This is an optimization exercise on Yosys and OpenROAD, whose aim is small area, a short achievable clock period and few clock cycles per item, not a production implementation.
No activity file was given, so power comes from the tool's default toggle rates.

== run a ==
// minisys_ex
module minisys_ex(
  input clock,
  input reset,
  input [31:0] instr,
  input [31:0] opcplus4,
  input [31:0] rs_value,
  input [31:0] rt_value,
  input [1:0] fwd_a_sel,
  input [1:0] fwd_b_sel,
  input [31:0] mem_result,
  input [31:0] wb_data,
  output stall,
  output [31:0] alu_result,
  output zero,
  output overflow,
  output div_zero,
  output [4:0] waddr,
  output [31:0] rt_data
);
  wire [5:0] op = instr[31:26];
  wire [5:0] fn = instr[5:0];
  wire [4:0] rt = instr[20:16];
  wire op0   = (op == 6'h00);
  wire rfmt  = op0 | (op == 6'h10);
  wire ifmt  = (op[5:3] == 3'b001);
  wire lfmt  = (op[5:3] == 3'b100);
  wire sfmt  = (op[5:3] == 3'b101);
  wire br    = (op == 6'h04) | (op == 6'h05) |
               ((op == 6'h01) & ((rt == 5'd0) | (rt == 5'd1) | (rt == 5'd17))) |
               (((op == 6'h07) | (op == 6'h06)) & (rt == 5'd0));
  wire aluop1 = rfmt | ifmt;
  wire alusrc = ifmt | lfmt | sfmt;
  wire jal   = (op == 6'h03);
  wire jalr  = op0 & (fn == 6'h09);
  wire mfhi  = op0 & (fn == 6'h10);
  wire mflo  = op0 & (fn == 6'h12);
  wire mthi  = op0 & (fn == 6'h11);
  wire mtlo  = op0 & (fn == 6'h13);
  wire mfc0  = (op == 6'h10) & (fn[5:3] == 3'b000);
  ...
Settings: LEC_CHECK=0, CAP_MARGIN=40, CORE_MARGIN=2, CORE_UTILIZATION=40, SETUP_SLACK_MARGIN=4, SLEW_MARGIN=45, SYNTH_HIERARCHICAL=1; clock period 14.0 ns.
standard.sh (not shown) runs the stock make flow with config.mk's settings and CLKGATE_MAP_FILE= SYNTH_SCRIPT=/design/flow/synth_recipe.tcl, a recipe that flattens the netlist after the stock synthesis.
==> flow/flow/run.sh <==
#!/bin/bash
set -euo pipefail
export BUFFER_PORTS_ARGS="-buffer_cell sky130_fd_sc_hd__buf_2"
bash standard.sh finish > standard_make.log 2>&1
> inputs changed (run a -> run b)
-- flow/config.mk --
<<< run a, line 11
export SETUP_SLACK_MARGIN = 4
export SLEW_MARGIN = 45
export SYNTH_HIERARCHICAL = 1
>>> run b, line 11
export SETUP_SLACK_MARGIN = 4
export SLEW_MARGIN = 45
[summary]
Diff run a -> run b: final hold slack higher; net count reported at finish went up by 159; cell count saw an increase. Delta (run b minus run a): number of inserted diodes went down, post-route fraction of the period consumed by the critical path went up, post-placement cell area went up.
No run of this note included a check of the RTL's function; only the layout flow was run.

---

Setup of v43:
Another version of the RTL of minisys_ex (not shown whole).
Size: about 3,500 cells after synthesis, roughly 110 flip-flops, ~0.026 mm2 of cells after synthesis.
clock: 14.0 ns
lec_check: 0
cap_margin: 40
core_margin: 2
core_utilization: 40
setup_slack_margin: 4.5
slew_margin: 45
Scripts as last shown in full above: flow/flow/run.sh
Inputs modified between v43 and v53:
Settings: swapping 4.5 for 4 in SETUP_SLACK_MARGIN.
- Where total power is concerned, v43 is outperformed by v53.
- As far as clock latency at the later pin of the worst-skew pair is concerned, v43 and v53 perform about the same.
- v53 reports a lower detailed-route wire length than v43 does.
- v43 → v53: relative contribution of combinational cells to total power has decreased; average via count per standard cell has increased; shortest period the worst path allows has decreased.
Input changes introduced in v7 (baseline for comparison: v53):
==> flow/flow/run.sh <==
#!/bin/bash
set -euo pipefail
export BUFFER_PORTS_ARGS="-buffer_cell sky130_fd_sc_hd__buf_1"
bash standard.sh finish > standard_make.log 2>&1
==> comparison <==
v7 went all the way through the flow, and no timing, DRC or antenna check failed. Delta (v7 minus v53): via density per instance neither gained nor lost much, post-CTS setup-driven buffer insertion count has increased, overall power consumption ~0 delta. ~same final standard cell area without fillers in v7 and v53. Taking v53 as the reference, in v7 switching fraction of total power ~0 delta; post-place setup slack climbed 88 ps; row count comparable.
diff inputs: v7 => v4
Settings: changing CORE_UTILIZATION from 40 to 50.
==> flow/flow/run.sh <==
#!/bin/bash
set -euo pipefail
export BUFFER_PORTS_ARGS="-buffer_cell sky130_fd_sc_hd__buf_2"
bash standard.sh finish > standard_make.log 2>&1
--- outcome ---
Compared v4 vs v7, and wire length is up in v4.
Higher share of final layout cell area taken by non-clock buffers among v4 and v7: v4
Compared v4 against v7; fraction of area in clock buffers and inverters within noise.
Sum of internal, switching and leakage power (lower): v7
Diff v7 -> v4: half-perimeter wire length of the detailed placement result shows an increase of 0.57%, global-route met3 utilization shows an increase of 3.5 points, combined area of the multi-input logic cells shows no meaningful change, overall fraction of global-route tracks in use shows an increase of 10 points.
On sequential share of layout area, v4 tracks v7 almost exactly.
No functional check of the RTL was part of any run of this note.

## port drivers added, routing unchanged
How much do the figures lean on ideal ports? The routed layouts below were timed once more, with nothing changed but the port constraints. Step 1 assumes that a clkbuf_16 drives the clock port and a buf_2 every other input. Step 2 moves the port delays by t, midway between the first and last clock arrival at a register: inputs arrive t later, outputs are due t later. That takes back most of the time a late clock gives input paths. Three values: ideal, step 1, step 2; two values: the first two.
run | t (ns) | setup WS [ns] | clock arrival spread, ns
run a | 0.429 | 3.867 / 3.842 / 3.842 | 0.018 / 0.018
run b | 0.440 | 3.397 / 3.296 / 3.296 | 0.011 / 0.011
v43 | 0.445 | 3.846 / 3.707 / 3.707 | 0.018 / 0.019
v53 | 0.434 | 3.994 / 3.844 / 3.844 | 0.017 / 0.017
v7 | 0.432 | 4.063 / 3.892 / 3.892 | 0.015 / 0.015
v4 | 0.443 | 3.839 / 3.777 / 3.777 | 0.015 / 0.014
After both steps every run listed still meets setup and hold. For v7, which loses most, drivers alone change the setup slack by -0.171 ns; drivers and shift together by -0.171 ns.
